Context: an optimization exercise on an open-source flow, tuned for small area, a short achievable clock period and few clock cycles per item. The choices shown serve that exercise and are no tape-out recipe. In this exercise RTL edits were held to simulation tests only and were not proved equivalent to the original.

==> design/flow/design.v <==
`timescale 1ns/1ps
module gcd(opa, opb, start, resetn, clk, result, done);
input wire [31:0] opa;
input wire [31:0] opb;
input wire start, resetn;
input wire clk;
output wire [31:0] result;
output wire done;
reg  [31:0] A, B;
reg  [4:0]  k;
reg         flag;        
reg         rest;        
reg         sc;          
reg         ys;          
reg         run_reg;
reg         done_reg;
reg         start_reg;
reg         first;       
wire done_now;
assign result = B;
assign done   = done_reg | done_now;
wire init  = start & ~start_reg & (~run_reg | done_now);
wire [31:0] X = sc ? 32'd0 : A;
wire [31:0] Y = ys ? B : 32'd0;
wire [31:0] xy_d;       
wire        xy_gt;      
wire        xy_same;    
absdiff ad0 (.x(X), .y(Y), .d(xy_d), .gt(xy_gt), .eq(xy_same));
wire [3:0] xl = X[4:1] ^ Y[4:1];
wire force1 = sc & (flag | ~A[0]);
wire [1:0] sh = force1 ? 2'd0 :
                xl[0] ? 2'd0 :
                xl[1] ? 2'd1 :
                xl[2] ? 2'd2 : 2'd3;
reg  [31:0] nA;
always @(*) begin
    case (sh)
        2'd0: nA = {1'b0, xy_d[31:1]};
        2'd1: nA = {2'b0, xy_d[31:2]};
        2'd2: nA = {3'b0, xy_d[31:3]};
        default: nA = {4'b0, xy_d[31:4]};
    endcase
end
wire nA0 = force1 ? B[1] : (|xl);           
wire swap   = sc | ~(xy_gt | xy_same);
wire finish = run_reg & ~rest & ~flag & xy_same;    
wire k1     = (k == 5'd1);
wire kz     = (k == 5'd0);
assign done_now = finish & ~sc & kz & ~first;
wire nflag = ~flag & ~A[0] & ~B[0];
wire nsc   = nflag | (sc & ~A[0]);
always @(posedge clk) begin
    if (init)
        A <= opa;
    else
        A <= nA;
end
wire b_ld   = init;
wire b_sh   = ~init & run_reg & (rest | (finish & ~sc & ~kz));
wire b_sw   = ~init & run_reg & ~(rest | (finish & ~sc & ~kz)) & swap;
wire b_hold = ~(b_ld | b_sh | b_sw);
wire [31:0] nB = ({32{b_ld}} & opb) | ({32{b_sh}} & {B[30:0], 1'b0}) |
                 ({32{b_sw}} & A) | ({32{b_hold}} & B);
always @(posedge clk)
    B <= nB;
always @(posedge clk) begin
    if (init) begin
        k    <= 5'd0;
        flag <= 1'b0;
        sc   <= ~opb[0];
        ys   <= ~opb[0] | opa[0];
    end else begin
        if (rest | finish) begin
            k    <= k - 5'd1;
        end else begin
            if (flag) k <= k + 5'd1;
            flag <= nflag;
        end
        sc <= nsc;
        ys <= nsc | nA0;
    end
end
always @(posedge clk or negedge resetn) begin
    if (~resetn) begin
        run_reg   <= 1'b0;
        done_reg  <= 1'b0;
        start_reg <= 1'b0;
        rest      <= 1'b0;
        first     <= 1'b0;
    end else begin
        start_reg <= start;
        first     <= init;
        if (init) begin
            run_reg  <= 1'b1;
            done_reg <= 1'b0;
            rest     <= 1'b0;
        end else if (run_reg) begin
            if ((finish & (sc | kz | k1)) | (rest & k1)) begin
                run_reg  <= 1'b0;
                done_reg <= 1'b1;
                rest     <= 1'b0;
            end else if (finish) begin
                rest     <= 1'b1;
            end
        end
    end
end
endmodule
module absdiff(x, y, d, gt, eq);
input [31:0] x, y; output [31:0] d; output gt, eq;
wire [31:0] g0 = x & ~y; wire [31:0] p0 = ~(x ^ y);
wire g1_1 = g0[1] | (p0[1] & g0[0]); wire p1_1 = p0[1] & p0[0];
wire g1_3 = g0[3] | (p0[3] & g0[2]); wire p1_3 = p0[3] & p0[2];
wire g1_5 = g0[5] | (p0[5] & g0[4]); wire p1_5 = p0[5] & p0[4];
wire g1_7 = g0[7] | (p0[7] & g0[6]); wire p1_7 = p0[7] & p0[6];
wire g1_9 = g0[9] | (p0[9] & g0[8]); wire p1_9 = p0[9] & p0[8];
wire g1_11 = g0[11] | (p0[11] & g0[10]); wire p1_11 = p0[11] & p0[10];
wire g1_13 = g0[13] | (p0[13] & g0[12]); wire p1_13 = p0[13] & p0[12];
wire g1_15 = g0[15] | (p0[15] & g0[14]); wire p1_15 = p0[15] & p0[14];
wire g1_17 = g0[17] | (p0[17] & g0[16]); wire p1_17 = p0[17] & p0[16];
wire g1_19 = g0[19] | (p0[19] & g0[18]); wire p1_19 = p0[19] & p0[18];
wire g1_21 = g0[21] | (p0[21] & g0[20]); wire p1_21 = p0[21] & p0[20];
wire g1_23 = g0[23] | (p0[23] & g0[22]); wire p1_23 = p0[23] & p0[22];
wire g1_25 = g0[25] | (p0[25] & g0[24]); wire p1_25 = p0[25] & p0[24];
wire g1_27 = g0[27] | (p0[27] & g0[26]); wire p1_27 = p0[27] & p0[26];
wire g1_29 = g0[29] | (p0[29] & g0[28]); wire p1_29 = p0[29] & p0[28];
wire g1_31 = g0[31] | (p0[31] & g0[30]); wire p1_31 = p0[31] & p0[30];
wire g2_3 = g1_3 | (p1_3 & g1_1); wire p2_3 = p1_3 & p1_1;
wire g2_7 = g1_7 | (p1_7 & g1_5); wire p2_7 = p1_7 & p1_5;
wire g2_11 = g1_11 | (p1_11 & g1_9); wire p2_11 = p1_11 & p1_9;
wire g2_15 = g1_15 | (p1_15 & g1_13); wire p2_15 = p1_15 & p1_13;
wire g2_19 = g1_19 | (p1_19 & g1_17); wire p2_19 = p1_19 & p1_17;
wire g2_23 = g1_23 | (p1_23 & g1_21); wire p2_23 = p1_23 & p1_21;
wire g2_27 = g1_27 | (p1_27 & g1_25); wire p2_27 = p1_27 & p1_25;
wire g2_31 = g1_31 | (p1_31 & g1_29); wire p2_31 = p1_31 & p1_29;
wire g3_7 = g2_7 | (p2_7 & g2_3); wire p3_7 = p2_7 & p2_3;
wire g3_15 = g2_15 | (p2_15 & g2_11); wire p3_15 = p2_15 & p2_11;
wire g3_23 = g2_23 | (p2_23 & g2_19); wire p3_23 = p2_23 & p2_19;
wire g3_31 = g2_31 | (p2_31 & g2_27); wire p3_31 = p2_31 & p2_27;
wire g4_15 = g3_15 | (p3_15 & g3_7); wire p4_15 = p3_15 & p3_7;
wire g4_31 = g3_31 | (p3_31 & g3_23); wire p4_31 = p3_31 & p3_23;
wire g5_31 = g4_31 | (p4_31 & g4_15); wire p5_31 = p4_31 & p4_15;
wire g6_23 = g3_23 | (p3_23 & g4_15); wire p6_23 = p3_23 & p4_15;
wire g7_11 = g2_11 | (p2_11 & g3_7); wire p7_11 = p2_11 & p3_7;
wire g7_19 = g2_19 | (p2_19 & g4_15); wire p7_19 = p2_19 & p4_15;
wire g7_27 = g2_27 | (p2_27 & g6_23); wire p7_27 = p2_27 & p6_23;
wire g8_5 = g1_5 | (p1_5 & g2_3); wire p8_5 = p1_5 & p2_3;
wire g8_9 = g1_9 | (p1_9 & g3_7); wire p8_9 = p1_9 & p3_7;
wire g8_13 = g1_13 | (p1_13 & g7_11); wire p8_13 = p1_13 & p7_11;
wire g8_17 = g1_17 | (p1_17 & g4_15); wire p8_17 = p1_17 & p4_15;
wire g8_21 = g1_21 | (p1_21 & g7_19); wire p8_21 = p1_21 & p7_19;
wire g8_25 = g1_25 | (p1_25 & g6_23); wire p8_25 = p1_25 & p6_23;
wire g8_29 = g1_29 | (p1_29 & g7_27); wire p8_29 = p1_29 & p7_27;
wire g9_2 = g0[2] | (p0[2] & g1_1); wire p9_2 = p0[2] & p1_1;
wire g9_4 = g0[4] | (p0[4] & g2_3); wire p9_4 = p0[4] & p2_3;
wire g9_6 = g0[6] | (p0[6] & g8_5); wire p9_6 = p0[6] & p8_5;
wire g9_8 = g0[8] | (p0[8] & g3_7); wire p9_8 = p0[8] & p3_7;
wire g9_10 = g0[10] | (p0[10] & g8_9); wire p9_10 = p0[10] & p8_9;
wire g9_12 = g0[12] | (p0[12] & g7_11); wire p9_12 = p0[12] & p7_11;
wire g9_14 = g0[14] | (p0[14] & g8_13); wire p9_14 = p0[14] & p8_13;
wire g9_16 = g0[16] | (p0[16] & g4_15); wire p9_16 = p0[16] & p4_15;
wire g9_18 = g0[18] | (p0[18] & g8_17); wire p9_18 = p0[18] & p8_17;
wire g9_20 = g0[20] | (p0[20] & g7_19); wire p9_20 = p0[20] & p7_19;
wire g9_22 = g0[22] | (p0[22] & g8_21); wire p9_22 = p0[22] & p8_21;
wire g9_24 = g0[24] | (p0[24] & g6_23); wire p9_24 = p0[24] & p6_23;
wire g9_26 = g0[26] | (p0[26] & g8_25); wire p9_26 = p0[26] & p8_25;
wire g9_28 = g0[28] | (p0[28] & g7_27); wire p9_28 = p0[28] & p7_27;
wire g9_30 = g0[30] | (p0[30] & g8_29); wire p9_30 = p0[30] & p8_29;
wire cin = g5_31;
assign gt = cin; assign eq = p5_31;
assign d[0] = 1'b0;
assign d[1] = p0[1] ^ (cin ? (g0[0] | p0[0]) : ~g0[0]);
assign d[2] = p0[2] ^ (cin ? (g1_1 | p1_1) : ~g1_1);
assign d[3] = p0[3] ^ (cin ? (g9_2 | p9_2) : ~g9_2);
assign d[4] = p0[4] ^ (cin ? (g2_3 | p2_3) : ~g2_3);
assign d[5] = p0[5] ^ (cin ? (g9_4 | p9_4) : ~g9_4);
assign d[6] = p0[6] ^ (cin ? (g8_5 | p8_5) : ~g8_5);
assign d[7] = p0[7] ^ (cin ? (g9_6 | p9_6) : ~g9_6);
assign d[8] = p0[8] ^ (cin ? (g3_7 | p3_7) : ~g3_7);
assign d[9] = p0[9] ^ (cin ? (g9_8 | p9_8) : ~g9_8);
assign d[10] = p0[10] ^ (cin ? (g8_9 | p8_9) : ~g8_9);
assign d[11] = p0[11] ^ (cin ? (g9_10 | p9_10) : ~g9_10);
assign d[12] = p0[12] ^ (cin ? (g7_11 | p7_11) : ~g7_11);
assign d[13] = p0[13] ^ (cin ? (g9_12 | p9_12) : ~g9_12);
assign d[14] = p0[14] ^ (cin ? (g8_13 | p8_13) : ~g8_13);
assign d[15] = p0[15] ^ (cin ? (g9_14 | p9_14) : ~g9_14);
assign d[16] = p0[16] ^ (cin ? (g4_15 | p4_15) : ~g4_15);
assign d[17] = p0[17] ^ (cin ? (g9_16 | p9_16) : ~g9_16);
assign d[18] = p0[18] ^ (cin ? (g8_17 | p8_17) : ~g8_17);
assign d[19] = p0[19] ^ (cin ? (g9_18 | p9_18) : ~g9_18);
assign d[20] = p0[20] ^ (cin ? (g7_19 | p7_19) : ~g7_19);
assign d[21] = p0[21] ^ (cin ? (g9_20 | p9_20) : ~g9_20);
assign d[22] = p0[22] ^ (cin ? (g8_21 | p8_21) : ~g8_21);
assign d[23] = p0[23] ^ (cin ? (g9_22 | p9_22) : ~g9_22);
assign d[24] = p0[24] ^ (cin ? (g6_23 | p6_23) : ~g6_23);
assign d[25] = p0[25] ^ (cin ? (g9_24 | p9_24) : ~g9_24);
assign d[26] = p0[26] ^ (cin ? (g8_25 | p8_25) : ~g8_25);
assign d[27] = p0[27] ^ (cin ? (g9_26 | p9_26) : ~g9_26);
assign d[28] = p0[28] ^ (cin ? (g7_27 | p7_27) : ~g7_27);
assign d[29] = p0[29] ^ (cin ? (g9_28 | p9_28) : ~g9_28);
assign d[30] = p0[30] ^ (cin ? (g8_29 | p8_29) : ~g8_29);
assign d[31] = p0[31] ^ (cin ? (g9_30 | p9_30) : ~g9_30);
endmodule
==> design/flow/flow/run.sh <==
#!/bin/bash
# The standard layout, with two changes:
#  - the smallest buffer (buf_1) on every port;
#  - synthesis maps the logic with flow/abc.script (the standard synthesis
#    script otherwise unchanged: same passes, flattening and renaming).
set -e
export BUFFER_PORTS_ARGS="-buffer_cell sky130_fd_sc_hd__buf_1"
export FLOW_ABC_SCRIPT="$PWD/flow/abc.script"
{
  echo 'proc abc {args} {'
  echo '  set i [lsearch -exact $args -script]'
  echo '  if {$i >= 0} { lset args [expr {$i + 1}] $::env(FLOW_ABC_SCRIPT) }'
  echo '  yosys abc {*}$args'
  echo '}'
  cat synth_recipe.tcl
} > flow_synth.tcl
bash standard.sh SYNTH_SCRIPT="$PWD/flow_synth.tcl" finish > standard.log 2>&1
==> design/flow/flow/abc.script <==
strash
dch
map -B 0.5
topo
stime -c
buffer -c
upsize -c
dnsize -c
==> design/flow/standard.sh <==
#!/bin/bash
# synth_recipe.tcl (not shown) runs the flow's synth.tcl, then flattens the netlist and writes it again
# the make line also repeats each setting of config.mk as NAME=value (left out here)
make -C /OpenROAD-flow-scripts/flow DESIGN_CONFIG=/design/flow/config.mk WORK_HOME=/design/flow/orfs CLKGATE_MAP_FILE= SYNTH_SCRIPT=/design/flow/synth_recipe.tcl "${@:-finish}"
==> design/flow/config.mk <==
export PLATFORM = sky130hd
export DESIGN_NAME = gcd
export DESIGN_NICKNAME = gcd
export VERILOG_FILES = /design/flow/design.v
export SDC_FILE = /design/flow/constraint.sdc
export NUM_CORES = 4
export LEC_CHECK = 0
export ABC_AREA = 1
export CAP_MARGIN = 20
export CORE_MARGIN = 2
export CORE_UTILIZATION = 40
export CTS_BUF_LIST = sky130_fd_sc_hd__clkbuf_4 sky130_fd_sc_hd__clkbuf_8
export SLEW_MARGIN = 20
==> design/flow/constraint.sdc <==
create_clock -name core_clock -period 4.0 [get_ports {clk}]
set_input_delay 0.8000 -clock core_clock [delete_from_list [all_inputs] [get_ports {clk}]]
set_output_delay 0.8000 -clock core_clock [all_outputs]
set_load 0.01 [all_outputs]
==> results.json, run 1 <==
{
  "synth_common_cells": "264 x nand2_1, 140 x inv_1, 73 x nand3_1",
  "tns_ns": 0,
  "grt_antenna_before_repair": 0,
  "path_clk_slew_ns": 0.09,
  "cts_sinks": 77,
  "die_area_um2": 17500,
  "synth.top_cell.area_share_pct": 21.9,
  "seq_area_frac_synth_pct": 23.8,
  "cts_hold_buf": 0,
  "synth_warnings": 1,
  "max_freq_ghz": 0.273,
  "place_ws_ns": 0.214,
  "crit_type": "reg -> reg",
  "busiest_layer": "met2",
  "finalWorstSetupSlack_ns": 0.338,
  "crit_arrival_ns": 3.94,
  "holdCritPathClass": "in -> async",
  "crit_required_ns": 4.28,
  "critPathLaunch": "sc",
  "start_util_pct": 41.1,
  "grt_overflow": 0,
  "period_minus_slack_ns": 3.66,
  "yosys-top-cells-area": "dfxtp_1 22%, nand2_1 15%, inv_1 8.0%, ha_1 6.8%, nand3_1 5.6%",
  "reg2reg_from": "sc",
  "portBuffers": 99,
  "clock_path_buffers": 2,
  "totalWireLength_mm": 20.5,
  "synth_nets": 1107,
  "core_um2": 16000,
  "drive_gt1_share_pct": 8.15,
  "grt_pass1_vias": 6629,
  "design_area_um2": 7390,
  "die_x_um": 132,
  "worstMarginPinSlew_ns": 0.678,
  "ys.flop_type": "dfxtp_1",
  "synth_top_area_cell": "dfxtp_1",
  "cts.root.buffer_cell": "clkbuf_8",
  "diodes": 0,
  "drc": 0,
  "maxCapViolations": 0,
  "top_regs": "A: 32 flops, B: 32 flops, k: 5 flops",
  "ys_ff_latch": 77,
  "grt_util_met1_pct": 32.5,
  "cts.htree.levels": 3,
  "dpl_cell_area_um2": 7130,
  "hold_viol_final": 0,
  "cp_num_buf_inv": 5,
  "use_met3_pct": 3.11,
  "cp_top_family": "simple AND/OR/NAND/NOR gates",
  "fp-row-count": 46,
  "die_y_um": 132,
  "use_met2_pct": 38.3,
  "post_cts_buffers": 0,
  "cpMostUsedCell": "nand2_1",
  "grt_max_degree": 66,
  "wl_per_cell_um": 15.7,
  "maxSlewViolCount": 0,
  "relSlewSlack_pct": 54.7,
  "ant_nets": 0,
  "fin_util_pct": 46.2,
  "slowest_delay_ns": 0.43,
  "setup_viol": 0,
  "vias": 6909,
  "cts_tree": "yes",
  "rsz0062_at_grt": "yes",
  "synth_most_common_cell": "nand2_1",
  "start_kind": "register",
  "avgSynthCellArea_um2": 6.56,
  "ys_async_sr_fraction_pct": 6.49,
  "synthCells": 1004,
  "grt_first_pass_wirelength_mm": 33.6,
  "clk_latency_ns": 0.38,
  "status": "timing/DRC/antenna clean",
  "gp_congestion": 0.900,
  "top_level_ports": 100,
  "viasPerCell": 5.28,
  "skew_ns": 0.0119,
  "crit_chain": "buf_12 -> nor2_1 -> ha_1 -> nand2_1 -> nor2_2 -> nand2_1 -> inv_1 -> nand2_1 -> inv_2 -> and3_4 -> nand4_2 -> nand2_2 -> nand3_4 -> inv_4 -> nor3_4 -> inv_4 -> nand3_4 -> o221ai_1",
  "worstPathMaxFanout": 36,
  "drt-pass1-iter-count": 5,
  "grt_usage_pct": 23.7,
  "synth_edf_count": 0,
  "fin_nets": 1190,
  "ys_types": 54,
  "area_delta_synth_final_pct": 12.3,
  "synthesis.area_um2": 6580,
  "drtIter0Drc": 475,
  "min_period_over_period_pct": 91.6,
  "place_hpwl_mm": 14.7,
  "cts_buffers": 9,
  "slowest_stage": "nand3_4",
  "crit_path_end_kind": "register"
}
[per-stage QoR]
stage,cells,hold slack (ns)
after floorplan,1004,0.444
after global placement,1292,0.466
after detailed placement,1292,0.472
after CTS,1308,0.267
after global routing,1308,0.280
final,1308,0.287
[placed cells by master, fill, tap and decap left out, drive strengths merged, types with 3 or more instances in the layout]
cell type  count
nand2        269
inv          144
buf          116
nand3         76
nor2          73
dfxtp         72
o21ai         72
a21oi         56
ha            36
o221ai        26
a22oi         25
xor2          16
nand4         14
o22ai         13
clkbuf        12
o211ai         8
o2111ai        8
nor3           6
o21bai         5
a21o           5
a31oi          5
xnor2          5
dfrtp          5
and2           4
bufinv         3
clkinv         3
[layer usage]
layer,vias up,routed length [um],part of all wire [%]
met2,213,9140,45
met1,3148,9750,47
met3,27,1200,5.8
met5,-,0,0
li1,3521,-,-
met4,0,439,2.1
[worst paths after layout]
kind	to	slack [ns]	cells after the start
worst min register to register	k[3]	0.48	1
max in group asynchronous	first	3.45	1
worst max register to register	B[7]	0.34	18
worst min-delay path	rest	0.29	1
worst max-delay path	B[7]	0.34	18
min in group core_clock	k[3]	0.48	1
[area by class of cell]
cell class	count	area, um2
Fill cell	1787	8610
Sequential cell	77	1570
Clock buffer	12	159
Timing Repair Buffer	116	537
Multi-Input combinational cell	737	4210
Inverter	146	553
Tap cell	216	270
Clock inverter	4	95.1
[what timing repair did]
item | CTS | global route
endpoints found under the setup margin | 0 | 28
gates resized for setup | 0 | 3
hold endpoints to repair | 0 | 0
[cell families after synthesis]
kind of cell | after synthesis | synth area share [%]
buffers and inverters | 190 | 12.4
AOI/OAI and AO/OA | 231 | 24.1
muxes | 1 | 0.152
adders and majority gates | 36 | 6.84
and+or+nand+nor | 448 | 29.6
xor gates and xnor gates | 21 | 3.14
DFF | 77 | 23.8
Testbench counts, summed over its fixed seeds: cycles 169,285, items 8,000.
==> run 2: changes to the inputs <==
--- a/design/flow/design.v
+++ b/design/flow/design.v
@@ -55,14 +55,14 @@
     else
         A <= nA;
 end
-wire b_ld   = init;
-wire b_sh   = ~init & run_reg & (rest | (finish & ~sc & ~kz));
-wire b_sw   = ~init & run_reg & ~(rest | (finish & ~sc & ~kz)) & swap;
-wire b_hold = ~(b_ld | b_sh | b_sw);
-wire [31:0] nB = ({32{b_ld}} & opb) | ({32{b_sh}} & {B[30:0], 1'b0}) |
-                 ({32{b_sw}} & A) | ({32{b_hold}} & B);
-always @(posedge clk)
-    B <= nB;
+always @(posedge clk) begin
+    if (init)
+        B <= opb;
+    else if (run_reg & (rest | (finish & ~sc & ~kz)))
+        B <= {B[30:0], 1'b0};
+    else if (run_reg & swap)
+        B <= A;
+end
 always @(posedge clk) begin
     if (init) begin
         k    <= 5'd0;
==> design/flow/flow/run.sh (replaced) <==
#!/bin/bash
set -e
export BUFFER_PORTS_ARGS="-buffer_cell sky130_fd_sc_hd__buf_1"
bash standard.sh > standard.log 2>&1
removed: design/flow/flow/abc.script
==> run 2 against run 1 <==
Compared with the run above: worst setup slack gained 0.17 ns; first-iteration DRC count grew 4.2%; cell area grew 2.7%; non-clock buffer count shrank 1; die area grew 2.6%; count of clock-buffer cells in the layout shrank 2; register-to-register slack gained 0.19 ns; hold slack lost 0.0089 ns; utilization shrank 0.26 points; largest cell class unchanged.
==> results.json, run 2 <==
{
  "hold_viol_final": 0,
  "holdCritPathClass": "in -> async",
  "gp_congestion": 0.905,
  "cts.repair.resized": 0,
  "diodes": 0,
  "area_delta_synth_final_pct": 12.3,
  "avgSynthCellArea_um2": 6.20,
  "drtIter0Drc": 495,
  "grt_overflow": 0,
  "ys_async_sr_fraction_pct": 6.49,
  "synth_common_cells": "361 x nand2_1, 138 x inv_1, 86 x nor2_1",
  "die_y_um": 134,
  "synth.top_cell.area_share_pct": 20.1,
  "worstPathMaxFanout": 32,
  "grt_first_pass_wirelength_mm": 32.2,
  "grt_usage_pct": 22.4,
  "synth_top_area_cell": "nand2_1",
  "crit_required_ns": 3.20,
  "crit_type": "reg -> out",
  "cts.root.buffer_cell": "clkbuf_8",
  "maxCapViolations": 0,
  "cts_sinks": 77,
  "grt_pass1_vias": 6605,
  "cts_buffers": 9,
  "final_cell_mix": "361 x nand2_1, 138 x inv_1, 99 x buf_1",
  "setup_viol": 0,
  "start_kind": "register",
  "die_x_um": 134,
  "clock_path_buffers": 2,
  "worstMarginPinSlew_ns": 0.913,
  "grt_antenna_before_repair": 1,
  "crit_path_end_kind": "output port",
  "ys_types": 45,
  "yosys-top-cells-area": "nand2_1 20%, edfxtp_1 14%, dfxtp_1 12%, inv_1 7.7%, ha_1 6.7%",
  "viasPerCell": 5.02,
  "skew_ns": 0.0170,
  "drt-pass1-iter-count": 5,
  "path_clk_slew_ns": 0.08,
  "synth_most_common_cell": "nand2_1",
  "grt_max_degree": 46,
  "ant_nets": 0,
  "die_area_um2": 17900,
  "worstReg2RegEnd": "A[24]",
  "ys_ff_latch": 77,
  "period_minus_slack_ns": 3.49,
  "post_cts_buffers": 0,
  "top_regs": "A: 32 flops, B: 32 flops, k: 5 flops",
  "totalWireLength_mm": 20.1,
  "fin_nets": 1277,
  "min_period_over_period_pct": 87.3,
  "core_um2": 16500,
  "rsz0062_at_grt": "no",
  "cts_hold_buf": 0,
  "synthCells": 1089,
  "tns_ns": 0,
  "r2r_slack_ns": 0.53,
  "vias": 7020,
  "whs_ns": 0.278,
  "start_util_pct": 40.9,
  "synth_edf_count": 32,
  "synth_nets": 1192,
  "r2r_cells": 19,
  "seq_area_frac_synth_pct": 27.9,
  "maxSlewViolCount": 0,
  "top_level_ports": 100,
  "place_hpwl_mm": 14.7,
  "final_common_cell": "nand2_1",
  "wl_per_cell_um": 14.3,
  "crit_arrival_ns": 2.69,
  "cts_tree": "yes",
  "portBuffers": 99,
  "synthesis.area_um2": 6760,
  "fp-row-count": 47,
  "synth_warnings": 1,
  "relSlewSlack_pct": 39.1,
  "fin_util_pct": 45.9,
  "ys.flop_type": "dfxtp_1",
  "clk_latency_ns": 0.38,
  "reg2reg_from": "ys",
  "cts.htree.levels": 3,
  "status": "timing/DRC/antenna clean",
  "drc": 0,
  "drive_gt1_share_pct": 6.70,
  "max_freq_ghz": 0.286
}
## run 2: changes by cell type after synthesis, moves of 10 or more
cell      before  now
nor2_1        68   86
dfxtp_1       72   40
edfxtp_1       0   32
xor2_1        13    2
o221ai_2      18    0
o21ai_0       53   78
nand2_1      264  361
nand3_1       73   83
a22oi_1       25    3
## run 2: stage by stage
stage                     worst slack, ns  area, um2  instances
after CTS                           0.489       7590       1399
after global routing                0.231       7590       1399
after global placement              0.544       7370       1383
after floorplan                     0.276       6760       1089
after detailed placement            0.625       7370       1383
final                               0.509       7590       1399
## run 2: cell type report
| cell class | count | area [um2] |
|---|---|---|
| clock buffer | 10 | 138 |
| clock inverter | 6 | 86.3 |
| fill | 1818 | 8930 |
| inverter | 146 | 549 |
| multi-input combinational | 825 | 4130 |
| sequential | 77 | 1890 |
| tap | 220 | 275 |
| timing repair buffer | 115 | 529 |
## run 2: cells by family (layout without fill, tap and decap cells)
logic type | Yosys count | after routing | synth area share (%)
and+or+nand+nor | 578 | 578 | 35.8
AOI/OAI and AO/OA | 200 | 200 | 16.5
buffers and inverters | 187 | 277 | 11.2
DFF | 77 | 77 | 27.9
adders and majority gates | 36 | 36 | 6.67
xor gates and xnor gates | 10 | 10 | 1.74
muxes | 1 | 1 | 0.148
## run 2: worst max path at each step
stage,from,end,cells past startpoint,slack (ns)
after floorplan,sc,B[0],17,0.28
after global placement,ys,A[24],19,0.54
after detailed placement,ys,A[24],19,0.62
after CTS,sc,done,12,0.49
after global routing,sc,done,12,0.23
final,ys,done,12,0.51
## run 2: critical path: stages, from the launching register on
cell,delay (ns)
dfxtp_1,0.36
buf_12,0.20
nand2_1,0.08
ha_1,0.39
nand2_1,0.12
nor2_2,0.22
nand2_2,0.11
nor2_4,0.19
nand4_1,0.14
nor2_1,0.12
nand3b_1,0.10
nand2_1,0.10
buf_1,0.16
## run 2: layer usage
layer | global-route usage, % | vias up | wire [um]
met2 | 36.0 | 187 | 8860
met5 | 0 | - | 0
met4 | 8.33 | 0 | 394
met1 | 30.7 | 3141 | 9830
li1 | - | 3667 | -
met3 | 3.06 | 25 | 982
Testbench counts of run 2, summed over its fixed seeds: cycles 169,285, items 8,000.
==> run 3: changes to the inputs <==
--- a/design/flow/design.v
+++ b/design/flow/design.v
@@ -28,19 +28,10 @@
 absdiff ad0 (.x(X), .y(Y), .d(xy_d), .gt(xy_gt), .eq(xy_same));
 wire [3:0] xl = X[4:1] ^ Y[4:1];
 wire force1 = sc & (flag | ~A[0]);
-wire [1:0] sh = force1 ? 2'd0 :
-                xl[0] ? 2'd0 :
-                xl[1] ? 2'd1 :
-                xl[2] ? 2'd2 : 2'd3;
-reg  [31:0] nA;
-always @(*) begin
-    case (sh)
-        2'd0: nA = {1'b0, xy_d[31:1]};
-        2'd1: nA = {2'b0, xy_d[31:2]};
-        2'd2: nA = {3'b0, xy_d[31:3]};
-        default: nA = {4'b0, xy_d[31:4]};
-    endcase
-end
+wire s1 = ~force1 & ~xl[0] & (xl[1] | ~xl[2]);    
+wire s2 = ~force1 & ~xl[0] & ~xl[1];              
+wire [31:0] st1 = s1 ? {2'b0, xy_d[31:2]} : {1'b0, xy_d[31:1]};
+wire [31:0] nA  = s2 ? {2'b0, st1[31:2]} : st1;
 wire nA0 = force1 ? B[1] : (|xl);           
 wire swap   = sc | ~(xy_gt | xy_same);
 wire finish = run_reg & ~rest & ~flag & xy_same;    
@@ -55,14 +46,14 @@
     else
         A <= nA;
 end
-always @(posedge clk) begin
-    if (init)
-        B <= opb;
-    else if (run_reg & (rest | (finish & ~sc & ~kz)))
-        B <= {B[30:0], 1'b0};
-    else if (run_reg & swap)
-        B <= A;
-end
+wire b_ld   = init;
+wire b_sh   = ~init & run_reg & (rest | (finish & ~sc & ~kz));
+wire b_sw   = ~init & run_reg & ~(rest | (finish & ~sc & ~kz)) & swap;
+wire b_hold = ~(b_ld | b_sh | b_sw);
+wire [31:0] nB = ({32{b_ld}} & opb) | ({32{b_sh}} & {B[30:0], 1'b0}) |
+                 ({32{b_sw}} & A) | ({32{b_hold}} & B);
+always @(posedge clk)
+    B <= nB;
 always @(posedge clk) begin
     if (init) begin
         k    <= 5'd0;
--- a/design/flow/config.mk
+++ b/design/flow/config.mk
@@ -6,8 +6,8 @@
 export NUM_CORES = 4
 export LEC_CHECK = 0
 export ABC_AREA = 1
-export CAP_MARGIN = 20
+export CAP_MARGIN = 0
 export CORE_MARGIN = 2
 export CORE_UTILIZATION = 40
 export CTS_BUF_LIST = sky130_fd_sc_hd__clkbuf_4 sky130_fd_sc_hd__clkbuf_8
-export SLEW_MARGIN = 20
+export SLEW_MARGIN = 0
==> run 3 against run 2 <==
Compared with the run above: die area down 8.9%; sequential cell count did not move; clock skew down 0.0043 ns; cell area fell by 10%; count of clock-buffer cells in the layout grew 5; wire length fell by 17%; fmax down 1.1%; highest routed layer unchanged.
==> results.json, run 3 <==
{
  "grt_overflow": 0,
  "drt-pass1-iter-count": 4,
  "grt_antenna_before_repair": 0,
  "fin_nets": 1177,
  "synth_nets": 1098,
  "vias": 6415,
  "ys_async_sr_fraction_pct": 6.49,
  "seq_area_frac_synth_pct": 25.5,
  "die_y_um": 128,
  "status": "timing/DRC/antenna clean",
  "area_delta_synth_final_pct": 10.9,
  "cts_sinks": 77,
  "synthCells": 995,
  "start_kind": "register",
  "slowest_stage": "inv_1",
  "cp_top_family": "simple AND/OR/NAND/NOR gates",
  "relSlewSlack_pct": 25.2,
  "crit_chain": "buf_4 -> nor2_1 -> ha_1 -> nand2_1 -> nor2_1 -> nand2_1 -> nor2_1 -> nand4_1 -> nor2_1 -> nand3b_1 -> nand2_1 -> nand2_2 -> nand3_1 -> inv_1 -> nand2_1 -> o2111ai_1",
  "core_um2": 15100,
  "yosys-top-cells-area": "dfxtp_1 23%, nand2_1 21%, nand3_1 11%, ha_1 7.3%, inv_1 7.0%",
  "drc": 0,
  "fin_util_pct": 45.1,
  "gp_congestion": 0.835,
  "synth_top_area_cell": "dfxtp_1",
  "final_cell_mix": "337 x nand2_1, 138 x nand3_1, 114 x inv_1",
  "totalWireLength_mm": 16.6,
  "synth_common_cells": "337 x nand2_1, 138 x nand3_1, 114 x inv_1",
  "clk_latency_ns": 0.38,
  "min_period_over_period_pct": 88.2,
  "grt_max_degree": 48,
  "worstPathMaxFanout": 31,
  "path_clk_slew_ns": 0.08,
  "cts_buffers": 9,
  "drtIter0Drc": 299,
  "maxCapViolations": 0,
  "synth_warnings": 1,
  "die_x_um": 128,
  "top_level_ports": 100,
  "drive_gt1_share_pct": 6.02,
  "cts.repair.resized": 0,
  "yosys.area_share.simple_pct": 41.1,
  "final_common_cell": "nand2_1",
  "clock_path_buffers": 2,
  "post_cts_buffers": 0,
  "synth_fa_ha_area_share_pct": 7.34,
  "synth_top_family_by_area": "simple AND/OR/NAND/NOR gates",
  "crit_path_end_kind": "register",
  "grt_first_pass_wirelength_mm": 28.0,
  "wl_per_cell_um": 13.1,
  "cts_hold_buf": 0,
  "hold_viol_final": 0,
  "place_hpwl_mm": 12.3,
  "synth.top_cell.area_share_pct": 23.5,
  "synthMuxAreaShare_pct": 0,
  "die_area_um2": 16400,
  "dpl_cell_area_um2": 6600,
  "viasPerCell": 5.06,
  "synth_most_common_cell": "nand2_1",
  "maxSlewViolCount": 0,
  "synth_edf_count": 0,
  "holdCritPathClass": "in -> async",
  "synthesis.area_um2": 6140,
  "ys_ff_latch": 77,
  "ant_nets": 0,
  "whs_ns": 0.286,
  "cp_num_buf_inv": 2,
  "skew_ns": 0.0127,
  "top_regs": "A: 32 flops, B: 32 flops, k: 5 flops",
  "ys_types": 41,
  "synth-compound-area-share_pct": 12.3,
  "crit_type": "reg -> reg",
  "slowest_delay_ns": 0.49,
  "cts_tree": "yes",
  "max_freq_ghz": 0.283,
  "grt_pass1_vias": 5961,
  "ys.flop_type": "dfxtp_1",
  "cts.root.buffer_cell": "clkbuf_8",
  "rsz0062_at_grt": "yes",
  "start_util_pct": 40.7,
  "cts.htree.levels": 3,
  "avgSynthCellArea_um2": 6.17,
  "fill_cells": 1719,
  "grt_usage_pct": 20.9,
  "fp-row-count": 45,
  "crit_required_ns": 4.24,
  "portBuffers": 99,
  "worstMarginPinSlew_ns": 1.12,
  "synthXorXnorAreaFrac_pct": 2.57,
  "crit_arrival_ns": 3.77,
  "setup_viol": 0,
  "diodes": 0,
  "period_minus_slack_ns": 3.53,
  "design_area_um2": 6810
}
-- run 3: changes by cell type in the layout (fill, tap and decap cells not counted), moves of 24 or more --
| cell | before | now |
|---|---|---|
| o21ai_0 | 78 | 17 |
| dfxtp_1 | 40 | 72 |
| edfxtp_1 | 32 | 0 |
| nand2_1 | 361 | 337 |
| inv_1 | 138 | 114 |
| nand3_1 | 82 | 138 |
| nor2_1 | 86 | 59 |
| o2111ai_1 | 1 | 31 |
| a21oi_1 | 62 | 28 |
-- run 3: per-layer routing --
metal	up-vias	part of all wire (%)	track usage (%)
met5	-	0	0
met2	128	46	34.9
li1	3399	-	-
met1	2875	49	28.2
met4	0	1.2	5.37
met3	13	4.2	3.59
-- run 3: path summary, 6_finish.rpt --
| kind | from | end | slack [ns] | cells after the start |
|---|---|---|---|---|
| max reg2reg | sc | B[15] | 0.47 | 16 |
| max in group asynchronous | resetn | first | 3.48 | 1 |
| max | sc | B[15] | 0.47 | 16 |
| min in group core_clock | k[0] | k[0] | 0.50 | 2 |
| min | resetn | run_reg | 0.29 | 1 |
| min reg2reg | k[0] | k[0] | 0.50 | 2 |
-- run 3: area by class of cell --
class,count,area [um2],area share (%)
clock inverters,1,30.0,0.441
repair buffers,110,454,6.67
inverters,122,458,6.73
clock buffers,15,175,2.57
flip-flops and latches,77,1570,23.0
well taps,188,235,3.45
multi-input cells,754,3890,57.1
-- run 3: worst reg2reg max path: cells and delay by family (launching register included) --
family	cells	cell delay [ns]
AND/OR/NAND/NOR	12	1.81
adder cells (fa/ha/maj)	1	0.36
flip-flops	1	0.33
buffers and inverters	2	0.76
AO/OA/AOI/OAI	1	0.13
-- run 3: cells by family after synthesis --
logic type / after synthesis
buf+inv: 164
xor+xnor: 18
simple gates: 583
flops: 77
fa+ha+maj: 36
compound gates: 117
-- run 3: metrics by stage --
step,setup WS (ns),TNS (ns),cells
global placement,0.623,0,1251
detailed placement,0.495,0,1251
finish,0.471,0,1267
CTS,0.464,0,1267
floorplan,1.09,0,995
global route,-0.0107,-0.0107,1267
Testbench counts of run 3, summed over its fixed seeds: cycles 169,285, items 8,000.
==> run 4: changes to the inputs <==
--- a/design/flow/config.mk
+++ b/design/flow/config.mk
@@ -6,8 +6,9 @@
 export NUM_CORES = 4
 export LEC_CHECK = 0
 export ABC_AREA = 1
-export CAP_MARGIN = 0
+export CAP_MARGIN = 20
 export CORE_MARGIN = 2
 export CORE_UTILIZATION = 40
 export CTS_BUF_LIST = sky130_fd_sc_hd__clkbuf_4 sky130_fd_sc_hd__clkbuf_8
-export SLEW_MARGIN = 0
+export SETUP_SLACK_MARGIN = 0.3
+export SLEW_MARGIN = 20
==> run 4 against run 3 <==
Compared with the run above: synthesized cell count did not move; sequential share of layout area shrank 0.13 points; cell area is 0.57% higher; clock skew up 0.00065 ns; worst setup slack better by 0.12 ns; largest cell class unchanged; via count decreased by 0.19%; register-to-register slack improved by 0.23 ns.
==> results.json, run 4 <==
{
  "synthCells": 995,
  "skew_ns": 0.0133,
  "cts.htree.levels": 3,
  "wirelength_met1_mm": 8.13,
  "drc": 0,
  "gp_congestion": 0.835,
  "wl_met3_um": 631,
  "crit_arrival_ns": 2.61,
  "portBuffers": 99,
  "start_util_pct": 40.7,
  "drt-pass1-iter-count": 5,
  "grt_usage_pct": 20.9,
  "min_period_over_period_pct": 85.3,
  "diodes": 0,
  "setup_viol": 0,
  "synth.top_cell.area_share_pct": 23.5,
  "seq_area_frac_synth_pct": 25.5,
  "ys_types": 41,
  "hold_viol_final": 0,
  "grt_antenna_before_repair": 0,
  "viasPerCell": 5.05,
  "totalWireLength_mm": 16.6,
  "drtIter0Drc": 350,
  "fill_cells": 1720,
  "synth_warnings": 1,
  "period_minus_slack_ns": 3.41,
  "avgSynthCellArea_um2": 6.17,
  "maxCapViolations": 0,
  "top_level_ports": 100,
  "fin_nets": 1179,
  "die_y_um": 128,
  "clk_latency_ns": 0.38,
  "status": "timing/DRC/antenna clean",
  "crit_type": "reg -> out",
  "cts_sinks": 77,
  "synth_nets": 1098,
  "finalWorstSetupSlack_ns": 0.589,
  "place_ws_ns": 0.495,
  "grt_max_degree": 48,
  "holdCritPathClass": "in -> async",
  "max_freq_ghz": 0.293,
  "die_x_um": 128,
  "crit_required_ns": 3.20,
  "ys_ff_latch": 77,
  "multiInputGateArea_um2": 3890,
  "rsz0062_at_grt": "no",
  "place_hpwl_mm": 12.3,
  "core_um2": 15100,
  "area_delta_synth_final_pct": 11.5,
  "crit_path_end_kind": "output port",
  "highest_layer": "met4",
  "synth_common_cells": "337 x nand2_1, 138 x nand3_1, 114 x inv_1",
  "synth_most_common_cell": "nand2_1",
  "wl_met2_mm": 7.59,
  "yosys-top-cells-area": "dfxtp_1 23%, nand2_1 21%, nand3_1 11%, ha_1 7.3%, inv_1 7.0%",
  "grt_pass1_vias": 5961,
  "final_cell_mix": "337 x nand2_1, 138 x nand3_1, 113 x inv_1",
  "relSlewSlack_pct": 50.9,
  "start_kind": "register",
  "die_area_um2": 16400,
  "ant_nets": 0,
  "grt_first_pass_wirelength_mm": 28.0,
  "drive_gt1_share_pct": 6.38,
  "path_clk_slew_ns": 0.09,
  "wl_per_cell_um": 13.0,
  "cts_tree": "yes",
  "maxSlewViolCount": 0,
  "synthesis.area_um2": 6140,
  "fp-row-count": 45,
  "vias": 6403,
  "ys.flop_type": "dfxtp_1",
  "top_regs": "A: 32 flops, B: 32 flops, k: 5 flops",
  "grt_overflow": 0,
  "clock_path_buffers": 2,
  "synth_top_area_cell": "dfxtp_1",
  "cts.root.buffer_cell": "clkbuf_8",
  "worstPathMaxFanout": 13,
  "cts_buffers": 9,
  "synth_edf_count": 0,
  "ys_async_sr_fraction_pct": 6.49,
  "worstMarginPinSlew_ns": 0.736,
  "final_common_cell": "nand2_1",
  "seq_area_um2": 1570,
  "tns_ns": 0
}
run 4: per-stage QoR:
step / utilization, % / hold slack, ns / instance area (um2) / cells
6_report: 45.4 / 0.286 / 6850 / 1269
5_1_grt: 45.4 / 0.285 / 6850 / 1269
4_1_cts: 45.1 / 0.277 / 6810 / 1267
3_5_place_dp: 43.8 / 0.494 / 6600 / 1251
3_3_place_gp: 43.8 / 0.491 / 6600 / 1251
2_1_floorplan: - / 0.463 / 6140 / 995
run 4: critical path, cell delays in order, from the launching register on:
cell,delay (ns)
dfxtp_1,0.35
buf_4,0.21
nand2_1,0.08
ha_1,0.35
inv_2,0.07
nor3_4,0.25
nand2_1,0.12
nor2_1,0.17
nand4_1,0.17
nor2_1,0.12
nand3b_1,0.10
nand2_1,0.09
buf_1,0.15
run 4: timing repair:
action,in CTS,in global routing
setup endpoints to repair,0,40
hold endpoints to repair,0,0
hold buffers,0,0
setup buffers,0,1
resized for setup,0,6
run 4: cells by family after synthesis:
group	after synthesis	share of synthesized area, %
xor+xnor	18	2.57
fa+ha+maj	36	7.34
compound gates	117	12.3
flops	77	25.5
simple gates	583	41.1
buf+inv	164	11.2
run 4: area by class of cell:
type,instances,area share (%)
multi-input combinational,754,56.8
sequential,77,22.9
timing repair buffer,112,7.07
inverter,122,6.78
tap,188,3.44
clock buffer,15,2.56
clock inverter,1,0.439
run 4: final timing paths:
path | start | endpoint | slack, ns | depth (start not counted)
min in group core_clock | k[0] | k[0] | 0.50 | 2
max in group asynchronous | resetn | first | 3.48 | 1
min reg2reg | k[0] | k[0] | 0.50 | 2
max reg2reg | ys | A[2] | 0.70 | 17
max | ys | done | 0.59 | 12
min | resetn | run_reg | 0.29 | 1
run 4: routing by layer:
layer,up-vias,GRT usage [%]
met5,-,0
met4,0,5.37
met3,13,3.59
met2,114,34.9
met1,2865,28.2
li1,3411,-
==> run 5: changes to the inputs <==
--- a/design/flow/config.mk
+++ b/design/flow/config.mk
@@ -10,5 +10,5 @@
 export CORE_MARGIN = 2
 export CORE_UTILIZATION = 40
 export CTS_BUF_LIST = sky130_fd_sc_hd__clkbuf_4 sky130_fd_sc_hd__clkbuf_8
-export SETUP_SLACK_MARGIN = 0.3
+export SETUP_SLACK_MARGIN = 0.6
 export SLEW_MARGIN = 20
==> run 5 against run 4 <==
Compared with the run above: utilization grew 4.1 points; worst setup slack improved by 0.14 ns; synthesized area unchanged; sequential cell count unchanged; register-to-register slack improved by 0.19 ns; hold slack lost 0.0037 ns; final cell count increased by 1.8%; global-route usage rose by 0.50 points; critical path depth stayed put; count of clock-buffer cells in the layout is the same; critical path type unchanged; critical endpoint unchanged; largest cell class unchanged; highest routed layer unchanged.
==> results.json, run 5 <==
{
  "status": "timing/DRC/antenna clean",
  "relSlewSlack_pct": 60.5,
  "grt_antenna_before_repair": 0,
  "slowest_delay_ns": 0.45,
  "drt-pass1-iter-count": 4,
  "ys_ff_latch": 77,
  "totalWireLength_mm": 17.8,
  "drtIter0Drc": 353,
  "synth_warnings": 1,
  "synth_most_common_cell": "nand2_1",
  "maxCapViolations": 0,
  "worstPathMaxFanout": 6,
  "slowest_stage": "dfxtp_4",
  "r2r_cells": 19,
  "synth_nets": 1098,
  "seq_area_frac_synth_pct": 25.5,
  "skew_ns": 0.0130,
  "final_cell_mix": "330 x nand2_1, 137 x nand3_1, 111 x inv_1",
  "min_period_over_period_pct": 81.8,
  "cts_tree": "yes",
  "die_y_um": 128,
  "cts.htree.levels": 3,
  "final_common_cell": "nand2_1",
  "synthCells": 995,
  "hold_viol_final": 0,
  "synthesis.area_um2": 6140,
  "cp_top_family": "simple AND/OR/NAND/NOR gates",
  "vias": 6599,
  "core_um2": 15100,
  "path_clk_slew_ns": 0.09,
  "holdCritPathClass": "in -> async",
  "cts_hold_buf": 0,
  "crit_chain": "clkbuf_16 -> nand2_1 -> ha_4 -> nand2_1 -> nor2_2 -> nand2_2 -> nor2_4 -> nand4_1 -> nor2_1 -> nand3b_1 -> nand2_1 -> clkbuf_2",
  "yosys-top-cells-area": "dfxtp_1 23%, nand2_1 21%, nand3_1 11%, ha_1 7.3%, inv_1 7.0%",
  "grt_pass1_vias": 5997,
  "start_util_pct": 40.7,
  "period_minus_slack_ns": 3.27,
  "die_x_um": 128,
  "ant_nets": 0,
  "cts.root.buffer_cell": "clkbuf_8",
  "synth_edf_count": 0,
  "viasPerCell": 5.11,
  "drive_gt1_share_pct": 11.9,
  "crit_arrival_ns": 2.47,
  "final_cells": 1292,
  "start_kind": "register",
  "crit_required_ns": 3.20,
  "synth.top_cell.area_share_pct": 23.5,
  "portBuffers": 99,
  "clock_path_buffers": 2,
  "diodes": 0,
  "area_delta_synth_final_pct": 21.7,
  "ys.flop_type": "dfxtp_1",
  "crit_path_end_kind": "output port",
  "r2r_slack_ns": 0.89,
  "drc": 0,
  "grt_usage_pct": 21.4,
  "top_level_ports": 100,
  "placed_cells": 1251,
  "cts_sinks": 77,
  "cp_num_buf_inv": 2,
  "grt_first_pass_wirelength_mm": 28.5,
  "max_freq_ghz": 0.306,
  "place_hpwl_mm": 12.3,
  "tns_ns": 0,
  "rsz0062_at_grt": "no",
  "cpMostUsedCell": "nand2_1",
  "ys_types": 41,
  "fin_nets": 1202,
  "cts_buffers": 9,
  "crit_cells": 12,
  "setup_viol": 0,
  "top_regs": "A: 32 flops, B: 32 flops, k: 5 flops",
  "ys_async_sr_fraction_pct": 6.49,
  "maxSlewViolCount": 0,
  "gp_congestion": 0.835,
  "worstMarginPinSlew_ns": 0.591,
  "die_area_um2": 16400,
  "synth_top_area_cell": "dfxtp_1",
  "grt_overflow": 0,
  "crit_type": "reg -> out",
  "synth_common_cells": "337 x nand2_1, 138 x nand3_1, 114 x inv_1",
  "fp-row-count": 45,
  "avgSynthCellArea_um2": 6.17,
  "wl_per_cell_um": 13.8,
  "clk_latency_ns": 0.38,
  "grt_max_degree": 48
}
==> run 5: cell count changes in the layout (fill, tap and decap cells not counted), sizes merged <==
cell / change
buf: +19
inv: -2
clkinvlp: +2
clkinv: +1
clkbuf: +3
==> run 5: routing by layer <==
layer / vias to the layer above / track usage (%) / routed length, um
li1: 3452 / - / -
met1: 3016 / 28.7 / 8650
met2: 115 / 35.5 / 8310
met3: 16 / 3.67 / 599
met4: 0 / 6.21 / 265
met5: - / 0 / 0
==> run 5: cell type report <==
cell class              count  area (um2)
well taps                 188         235
fillers                  1649        7620
clock buffers              15         175
inverters                 122         472
clock inverters             1        30.0
multi-input cells         754        4240
flip-flops and latches     77        1570
repair buffers            134         743
repair inverters            1        7.51
==> run 5: cell families after synthesis <==
family	share of synthesized area, %
simple gates	41.1
buf+inv	11.2
compound gates	12.3
flops	25.5
fa+ha+maj	7.34
xor+xnor	2.57
==> run 5: metrics by stage <==
step	hold WS, ns	setup WS (ns)	cell area, um2	utilization, %
finish	0.282	0.728	7470	49.5
global route	0.285	0.560	7470	49.5
CTS	0.277	0.610	6920	45.8
detailed placement	0.494	0.495	6600	43.8
global placement	0.491	0.623	6600	43.8
floorplan	0.463	1.09	6140	-
==> run 5: path summary, 6_finish.rpt <==
path / end / startpoint
worst max-delay path: done / ys
worst min-delay path: done_reg / resetn
worst max register to register: B[0] / ys
worst min register to register: k[0] / k[0]
max in group asynchronous: rest / resetn
min in group core_clock: k[0] / k[0]
==> run 5: timing repair <==
action                                  4_1_cts  5_1_grt
gates cloned                                  2        3
gates resized for setup                      15       53
pin swaps                                     0       21
setup buffers                                 4       16
endpoints found under the setup margin       32       63
==> run 5: worst register-to-register path, stage by stage, from the launching register on <==
cell and delay (ns):
dfxtp_4 0.45, clkbuf_16 0.18, nand2_1 0.09, ha_4 0.30, nand2_1 0.09, nor2_2 0.13
buf_4 0.13, nand2_2 0.07, nand2_4 0.09, nand2_2 0.08, nand2_4 0.10, nand2_2 0.05
nand2_2 0.10, buf_6 0.31, o21bai_1 0.13, nand4_2 0.13, buf_6 0.30, inv_1 0.08
a21oi_1 0.13, nand2_1 0.07
==> run 6: changes to the inputs <==
--- a/design/flow/config.mk
+++ b/design/flow/config.mk
@@ -10,5 +10,5 @@
 export CORE_MARGIN = 2
 export CORE_UTILIZATION = 40
 export CTS_BUF_LIST = sky130_fd_sc_hd__clkbuf_4 sky130_fd_sc_hd__clkbuf_8
-export SETUP_SLACK_MARGIN = 0.6
+export SETUP_SLACK_MARGIN = 0.2
 export SLEW_MARGIN = 20
==> run 6 against run 5 <==
Compared with the run above: wire length shrank 7.2%; final cell count decreased by 1.8%; hold slack better by 0.0044 ns; worst setup slack lost 0.22 ns; via count down 3.5%; synthesized cell count unchanged; critical path type unchanged.
==> results.json, run 6 <==
{
  "cpMostUsedCell": "nor2_1",
  "synth_common_cells": "337 x nand2_1, 138 x nand3_1, 114 x inv_1",
  "clk_latency_ns": 0.37,
  "clock_path_buffers": 2,
  "holdCritPathClass": "in -> async",
  "grt_pass1_vias": 5961,
  "synth_top_area_cell": "dfxtp_1",
  "setup_viol": 0,
  "cts_tree": "yes",
  "rsz0062_at_grt": "no",
  "totalWireLength_mm": 16.5,
  "ys_async_sr_fraction_pct": 6.49,
  "synth_nets": 1098,
  "maxCapViolations": 0,
  "place_hpwl_mm": 12.3,
  "slowest_stage": "ha_1",
  "wl_per_cell_um": 13.0,
  "core_um2": 15100,
  "crit_type": "reg -> out",
  "diodes": 0,
  "maxSlewViolCount": 0,
  "avgSynthCellArea_um2": 6.17,
  "final_cell_mix": "337 x nand2_1, 138 x nand3_1, 113 x inv_1",
  "skew_ns": 0.0124,
  "vias": 6370,
  "min_period_over_period_pct": 87.3,
  "max_freq_ghz": 0.286,
  "slowest_delay_ns": 0.36,
  "cp_top_family": "simple AND/OR/NAND/NOR gates",
  "crit_path_end_kind": "output port",
  "seq_area_frac_synth_pct": 25.5,
  "die_area_um2": 16400,
  "synth_most_common_cell": "nand2_1",
  "cts_buffers": 9,
  "place_ws_ns": 0.495,
  "ant_nets": 0,
  "cts.htree.levels": 3,
  "crit_required_ns": 3.20,
  "worstMarginPinSlew_ns": 0.718,
  "cp_num_buf_inv": 2,
  "portBuffers": 99,
  "fp-row-count": 45,
  "drive_gt1_share_pct": 6.29,
  "grt_max_degree": 48,
  "cts_hold_buf": 0,
  "start_util_pct": 40.7,
  "finalWorstSetupSlack_ns": 0.508,
  "synth_edf_count": 0,
  "cts.root.buffer_cell": "clkbuf_8",
  "placed_cells": 1251,
  "start_kind": "register",
  "relSlewSlack_pct": 52.1,
  "area_delta_synth_final_pct": 11.4,
  "die_x_um": 128,
  "ys_ff_latch": 77,
  "viasPerCell": 5.02,
  "status": "timing/DRC/antenna clean",
  "grt_antenna_before_repair": 0,
  "top_level_ports": 100,
  "whs_ns": 0.287,
  "cts_sinks": 77,
  "period_minus_slack_ns": 3.49,
  "worstReg2RegEnd": "A[2]",
  "die_y_um": 128,
  "drt-pass1-iter-count": 4,
  "path_clk_slew_ns": 0.08,
  "grt_usage_pct": 20.9,
  "hold_viol_final": 0,
  "r2r_slack_ns": 0.62,
  "final_cells": 1269,
  "crit_arrival_ns": 2.69,
  "r2r_cells": 17,
  "reg2reg_from": "sc",
  "grt_overflow": 0,
  "crit_chain": "buf_4 -> nor2_1 -> ha_1 -> nand2_1 -> nor2_1 -> nand2_1 -> nor2_1 -> nand4_1 -> nor2_1 -> nand3b_1 -> nand2_1 -> buf_1",
  "top_regs": "A: 32 flops, B: 32 flops, k: 5 flops",
  "fill_cells": 1719,
  "fin_util_pct": 45.3,
  "synth.top_cell.area_share_pct": 23.5,
  "gp_congestion": 0.835,
  "synthesis.area_um2": 6140,
  "synthCells": 995,
  "final_common_cell": "nand2_1",
  "tns_ns": 0,
  "grt_first_pass_wirelength_mm": 28.0,
  "ys_types": 41,
  "fin_nets": 1179,
  "worstPathMaxFanout": 22,
  "drc": 0,
  "synth_warnings": 1,
  "ys.flop_type": "dfxtp_1",
  "yosys-top-cells-area": "dfxtp_1 23%, nand2_1 21%, nand3_1 11%, ha_1 7.3%, inv_1 7.0%",
  "drtIter0Drc": 314
}
[run 6: cell counts after synthesis]
Identical to the previous run, type by type.
[run 6: worst register-to-register path: cells and delay by family, from the launching register on]
kind                       cells  cell delay, ns
AOI/OAI and AO/OA              1            0.19
adders and majority gates      1            0.36
buffers and inverters          3            0.78
DFF                            1            0.33
and+or+nand+nor               12            1.59
[run 6: layer usage]
layer / wire length, um / share of wire [%] / track usage [%]
met5: 0 / 0 / 0
met4: 203 / 1.2 / 5.37
met3: 623 / 3.8 / 3.59
met2: 7560 / 46 / 34.9
met1: 8150 / 49 / 28.2
[run 6: cells by family (layout without fill, tap and decap cells)]
family	after synthesis	after routing	synth area share, %
AND/OR/NAND/NOR	583	583	41.1
buffers and inverters	164	250	11.2
AO/OA/AOI/OAI	117	117	12.3
adder cells (fa/ha/maj)	36	36	7.34
XOR/XNOR	18	18	2.57
flip-flops	77	77	25.5
[run 6: repair_timing]
item | in CTS | in global routing
setup endpoints to repair | 0 | 32
resized for setup | 0 | 3
hold endpoints to repair | 0 | 0
buffers inserted | 0 | 1
[run 6: stage by stage]
step	instance area [um2]
global placement	6600
CTS	6810
floorplan	6140
global route	6840
finish	6840
detailed placement	6600
[run 6: layout make-up]
type	count	area, um2	share of cell area [%]
Clock buffer	15	175	2.56
Clock inverter	1	30.0	0.439
Inverter	122	464	6.79
Multi-Input combinational cell	754	3890	56.9
Sequential cell	77	1570	22.9
Tap cell	188	235	3.44
Timing Repair Buffer	112	477	6.97
[run 6: worst max-delay path by stage]
stage	startpoint	end	depth (start not counted)
floorplan	sc	done	12
global placement	sc	B[14]	16
detailed placement	sc	B[30]	16
CTS	sc	B[30]	16
global route	sc	done	12
finish	sc	done	12
==> run 7: changes to the inputs <==
--- a/design/flow/config.mk
+++ b/design/flow/config.mk
@@ -10,5 +10,4 @@
 export CORE_MARGIN = 2
 export CORE_UTILIZATION = 40
 export CTS_BUF_LIST = sky130_fd_sc_hd__clkbuf_4 sky130_fd_sc_hd__clkbuf_8
-export SETUP_SLACK_MARGIN = 0.2
 export SLEW_MARGIN = 20
==> run 7 against run 6 <==
Compared with the run above: still clean on timing, DRC and antenna; count of clock-buffer cells in the layout unchanged; largest cell class unchanged; utilization decreased by 0.066 points; global-route usage is the same; critical path depth is 5 higher; via count up 0.36%; sequential share of layout area about the same.
==> results.json, run 7 <==
{
  "synth_most_common_cell": "nand2_1",
  "worstMarginPinSlew_ns": 0.716,
  "grt_first_pass_wirelength_mm": 28.0,
  "drt-pass1-iter-count": 4,
  "final_cell_mix": "337 x nand2_1, 138 x nand3_1, 113 x inv_1",
  "period_minus_slack_ns": 3.52,
  "die_y_um": 128,
  "crit_chain": "buf_4 -> nor2_1 -> ha_1 -> nand2_1 -> nor2_1 -> nand2_1 -> nor2_1 -> nand4_1 -> nor2_1 -> nand3b_1 -> nand2_1 -> nand2_2 -> nand3_1 -> clkinvlp_4 -> buf_8 -> nand2_1 -> o2111ai_1",
  "top_regs": "A: 32 flops, B: 32 flops, k: 5 flops",
  "gp_congestion": 0.835,
  "ys_types": 41,
  "die_x_um": 128,
  "clk_latency_ns": 0.38,
  "maxSlewViolCount": 0,
  "maxCapViolations": 0,
  "cp_top_family": "simple AND/OR/NAND/NOR gates",
  "area_delta_synth_final_pct": 11.2,
  "grt_usage_pct": 20.9,
  "max_freq_ghz": 0.284,
  "ys_async_sr_fraction_pct": 6.49,
  "cts_buffers": 9,
  "wl_per_cell_um": 13.0,
  "avgSynthCellArea_um2": 6.17,
  "grt_antenna_before_repair": 0,
  "fp-row-count": 45,
  "worstReg2RegEnd": "B[15]",
  "start_util_pct": 40.7,
  "ant_nets": 0,
  "clock_path_buffers": 2,
  "die_area_um2": 16400,
  "ys_ff_latch": 77,
  "grt_pass1_vias": 5961,
  "drc": 0,
  "yosys-top-cells-area": "dfxtp_1 23%, nand2_1 21%, nand3_1 11%, ha_1 7.3%, inv_1 7.0%",
  "synth_warnings": 1,
  "vias": 6393,
  "crit_cells": 17,
  "slowest_stage": "ha_1",
  "seq_area_frac_synth_pct": 25.5,
  "place_ws_ns": 0.495,
  "r2r_cells": 17,
  "finalWorstSetupSlack_ns": 0.475,
  "final_common_cell": "nand2_1",
  "status": "timing/DRC/antenna clean",
  "totalWireLength_mm": 16.5,
  "grt_max_degree": 48,
  "drive_gt1_share_pct": 6.20,
  "cts_sinks": 77,
  "viasPerCell": 5.04,
  "place_hpwl_mm": 12.3,
  "path_clk_slew_ns": 0.08,
  "synth_edf_count": 0,
  "top_level_ports": 100,
  "relSlewSlack_pct": 52.2,
  "crit_path_end_kind": "register",
  "cts.htree.levels": 3,
  "grt_overflow": 0,
  "cp_num_buf_inv": 3,
  "fin_nets": 1178,
  "rsz0062_at_grt": "no",
  "ys.flop_type": "dfxtp_1",
  "drtIter0Drc": 305,
  "slowest_delay_ns": 0.36,
  "crit_type": "reg -> reg",
  "core_um2": 15100,
  "whs_ns": 0.286,
  "crit_arrival_ns": 3.76,
  "cts.root.buffer_cell": "clkbuf_8",
  "start_kind": "register",
  "hold_viol_final": 0,
  "reg2reg_from": "sc",
  "synth_common_cells": "337 x nand2_1, 138 x nand3_1, 114 x inv_1",
  "synth_nets": 1098,
  "skew_ns": 0.0124,
  "synthCells": 995,
  "crit_required_ns": 4.24,
  "diodes": 0,
  "synth.top_cell.area_share_pct": 23.5,
  "portBuffers": 99,
  "synthesis.area_um2": 6140,
  "endpoint": "B[15]",
  "post_cts_buffers": 0,
  "min_period_over_period_pct": 88.1,
  "critPathLaunch": "sc",
  "worstPathMaxFanout": 22,
  "fin_util_pct": 45.2,
  "cts_tree": "yes",
  "r2r_slack_ns": 0.48,
  "tns_ns": 0,
  "setup_viol": 0,
  "synth_top_area_cell": "dfxtp_1",
  "holdCritPathClass": "in -> async"
}
## run 7: cell counts after synthesis
No cell type changed its count.
## run 7: final cells by class
class	count	area [um2]
fillers	1719	8260
multi-input cells	754	3890
flip-flops and latches	77	1570
repair buffers	111	469
inverters	122	462
well taps	188	235
clock buffers	15	175
clock inverters	1	30.0
## run 7: metal layers
metal  vias up  share of wire (%)  global-route usage (%)
met5         -                  0                       0
met4         0                1.2                    5.37
met3        13                4.1                    3.59
met2       117                 46                    34.9
met1      2858                 49                    28.2
li1       3405                  -                       -
## run 7: cell families after synthesis
kind of cell | after synthesis | synth area share (%)
AOI/OAI and AO/OA | 117 | 12.3
adders and majority gates | 36 | 7.34
xor gates and xnor gates | 18 | 2.57
and+or+nand+nor | 583 | 41.1
DFF | 77 | 25.5
buffers and inverters | 164 | 11.2
## run 7: worst register-to-register path, cell delays in order (launching register included)
cell and delay, ns:
dfxtp_1 0.33, buf_4 0.26, nor2_1 0.12, ha_1 0.36, nand2_1 0.09, nor2_1 0.24
nand2_1 0.12, nor2_1 0.16, nand4_1 0.17, nor2_1 0.12, nand3b_1 0.10, nand2_1 0.09
nand2_2 0.19, nand3_1 0.23, clkinvlp_4 0.34, buf_8 0.27, nand2_1 0.08, o2111ai_1 0.11
## run 7: worst min-delay path by stage
stage               slack (ns)        end  cells after the start
CTS                       0.28  start_reg                      1
finish                    0.29    run_reg                      1
global route              0.28    run_reg                      1
detailed placement        0.49   done_reg                      2
global placement          0.49   done_reg                      2
floorplan                 0.46       B[0]                      2
## run 7: metrics by stage
stage | cells | cell area [um2]
6_report | 1268 | 6830
5_1_grt | 1268 | 6830
4_1_cts | 1267 | 6810
3_5_place_dp | 1251 | 6600
3_3_place_gp | 1251 | 6600
2_1_floorplan | 995 | 6140
## run 7: timing repair
| action | in CTS | in global routing |
|---|---|---|
| hold buffers | 0 | 0 |
| resized for setup | 0 | 1 |
| endpoints found under the setup margin | 0 | 17 |

## afterwards: timing with drivers on the ports
The flow's constraints put no driver on any port. The routed layouts listed below were extracted and timed again, unchanged, in two steps. Step 1: set_driving_cell puts a clkbuf_16 on clk and a buf_2 on each other input, an assumption about the parent block. Step 2 adds t to the input delays and takes it off the output delays; t is the mean of the earliest and latest rising clock arrival at the registers after step 1. Input paths then give back, and output paths get back, about the clock's delay inside the block. a / b / c = ideal ports / drivers / drivers and shift; a / b = the first two.
| run | shift t [ns] | setup WS [ns] | worst hold slack (ns) | worst setup path at the end |
|---|---|---|---|---|
| run 1 | 0.415 | 0.338 / 0.338 / 0.338 | 0.287 / 0.270 / 0.482 | register to register |
| run 2 | 0.410 | 0.509 / 0.471 / 0.528 | 0.278 / 0.261 / 0.514 | register to register |
| run 3 | 0.406 | 0.471 / 0.471 / 0.471 | 0.286 / 0.273 / 0.504 | register to register |
| run 4 | 0.404 | 0.589 / 0.553 / 0.703 | 0.286 / 0.273 / 0.504 | register to register |
| run 5 | 0.407 | 0.728 / 0.692 / 0.894 | 0.282 / 0.269 / 0.504 | register to register |
| run 6 | 0.404 | 0.508 / 0.472 / 0.625 | 0.287 / 0.274 / 0.504 | register to register |
| run 7 | 0.405 | 0.475 / 0.471 / 0.475 | 0.286 / 0.273 / 0.504 | register to register |
After both steps every run listed still meets setup and hold.
